From an optimization exercise on the open Yosys and OpenROAD flow, aimed at small area; shortcuts taken in it are not production practice. Only simulation tests tie the RTL to the original design; equivalence was not proved.

== build 64 ==
// isc_cpu_top
module isc_cpu_top (
     clk_i
    ,rst_i
    ,rst_rom_i
    ,mode_sel_i
    ,en_w_rom_i
    ,w_rom_addr_i
    ,w_rom_data_i
    ,instruction_i
    ,reg_watcher_o
    ,pc_o
    ,wb_en_o
    ,wb_addr_1_o
    ,wb_data_1_o
    ,wb_addr_2_o
    ,wb_data_2_o
);
Size in the first run: roughly 4200 cells after synthesis, roughly 1300 flip-flops, about 140 I/O pins.
Settings: LEC_CHECK=0, ABC_AREA=0, CAP_MARGIN=20, CORE_MARGIN=2, CORE_UTILIZATION=40, CTS_BUF_LIST=sky130_fd_sc_hd__clkbuf_8 sky130_fd_sc_hd__clkbuf_16, CTS_CLUSTER_DIAMETER=60, CTS_CLUSTER_SIZE=24, SLEW_MARGIN=20, SYNTH_HIERARCHICAL=1; clock period 40.0 ns.
run.sh (not shown) runs the stock make flow with config.mk's settings and CLKGATE_MAP_FILE= SYNTH_SCRIPT=/design/flow/synth_recipe.tcl, a recipe that flattens the netlist after the stock synthesis.
Build 64 finished all stages; the layout is clean.
## Diff of input files: build 51 against build 64
Settings: PLACE_DENSITY now 0.72, previously not set; CTS_CLUSTER_SIZE no longer set, was 24; CORE_UTILIZATION now 60, was 40; CTS_CLUSTER_DIAMETER no longer set, was 60; CTS_BUF_LIST no longer set, was sky130_fd_sc_hd__clkbuf_8 sky130_fd_sc_hd__clkbuf_16.
==> flow/flow/run.sh (new file) <==
#!/bin/bash
# The standard layout (the standard.sh: ORFS synthesis to finish) with
# two changes: the port buffers are the smallest buffer cell, and clock tree
# synthesis uses clkbuf_8 with sink clusters of at most 20 and inserts
# no dummy loads. Each tool's full output stays in the ORFS logs under
# orfs/logs/; make's own output goes to flow.log here.
set -euo pipefail
export BUFFER_PORTS_ARGS="-buffer_cell sky130_fd_sc_hd__buf_1"
export CTS_ARGS="-sink_clustering_enable -repair_clock_nets -dont_use_dummy_load -sink_clustering_size 20 -sink_clustering_max_diameter 50 -buf_list {sky130_fd_sc_hd__clkbuf_8}"
bash standard.sh > flow.log 2>&1
==> flow/standard.sh (new file) <==
#!/bin/bash
# synth_recipe.tcl (not shown) runs the flow's synth.tcl, then flattens the netlist and writes it again
# the make line also repeats each setting of config.mk as NAME=value (left out here)
make -C /OpenROAD-flow-scripts/flow DESIGN_CONFIG=/design/flow/config.mk WORK_HOME=/design/flow/orfs CLKGATE_MAP_FILE= SYNTH_SCRIPT=/design/flow/synth_recipe.tcl "${@:-finish}"
removed: flow/run.sh
### Flow results
- Cmp build 51 vs build 64: final net count higher in build 51
- Re max-slew violation count: no difference whatsoever between build 64 and build 51.
- Higher worst setup slack was reported by build 64, not build 51.
- Diff build 64 -> build 51 | number of cells on the worst reg-to-reg path | down slightly
- Between build 64 and build 51, the layout filler cell count is lower for build 51.
- Build 51 vs build 64: clock insertion delay at the later pin of the skew report up in build 51
- Build 51 against build 64; detailed placement HPWL is down by a few percent.
- Build 51 vs build 64 — CTS buffer count climbed by more than 10%
- Re overall overflow remaining after global route: no difference whatsoever between build 51 and build 64.
Changes in build 1 relative to build 51:
Settings: a deleted PLACE_DENSITY that had been 0.72; a change of CORE_UTILIZATION from 60 to 40.
Results
Looking at worst setup path startpoint, the c_q[9] result is from build 51; the zr_q one comes from build 1.
Largest stage delay on the critical path: lower on build 1
The more densely filled core belongs to build 51, not build 1.
Global-route usage for build 1: 9.9 points down relative to build 51
What build 66 does differently from build 1 at the input level:
Settings: CAP_MARGIN: 20 -> 0; SLEW_MARGIN: 20 -> 0.
==> flow/flow/run.sh <==
#!/bin/bash
# The standard layout (the standard.sh: ORFS synthesis to finish) with
# two changes: the port buffers are the smallest buffer cell, and clock tree
# synthesis uses clkbuf_8 with sink clusters of at most 24 and inserts
# no dummy loads. Each tool's full output stays in the ORFS logs under
# orfs/logs/; make's own output goes to flow.log here.
set -euo pipefail
export BUFFER_PORTS_ARGS="-buffer_cell sky130_fd_sc_hd__buf_1"
export CTS_ARGS="-sink_clustering_enable -repair_clock_nets -dont_use_dummy_load -sink_clustering_size 24 -sink_clustering_max_diameter 50 -buf_list {sky130_fd_sc_hd__clkbuf_8}"
bash standard.sh > flow.log 2>&1
==> results.txt <==
Status: maximum frequency from static timing analysis parity (build 1, build 66). The run showing the greater final worst-path cycle share is build 66. Of build 1 and build 66, build 1 shows the higher post-synthesis to final-layout area growth, with build 66 below it. Register fraction of the total cell area essentially unchanged between build 66 and build 1.

## static timing again, ports no longer ideal
No port has a modelled driver above. Below, the same layouts with a new extraction and two added sets of constraints.
Step 1 assumes that a clkbuf_16 drives the clock port and a buf_2 every other input.
Step 2 adds t to the input delays and takes it off the output delays; t is the mean of the earliest and latest rising clock arrival at the registers after step 1. Input paths then give back, and output paths get back, about the clock's delay inside the block.
Slacks: ideal / step 1 / step 2; pairs: ideal / step 1.
| run | shift t [ns] | setup slack, ns | worst setup path after step 2 | worst slew at a driven data input, ns |
|---|---|---|---|---|
| build 64 | 0.786 | 2.926 / 2.926 / 2.926 | register to register | 0.24 |
| build 51 | 0.828 | 2.496 / 2.496 / 2.496 | register to register | 0.18 |
| build 1 | 0.884 | 2.753 / 2.753 / 2.753 | register to register | 0.20 |
| build 66 | 0.858 | 2.649 / 2.649 / 2.649 | register to register | 0.20 |
After both steps setup and hold are still met in every run listed.
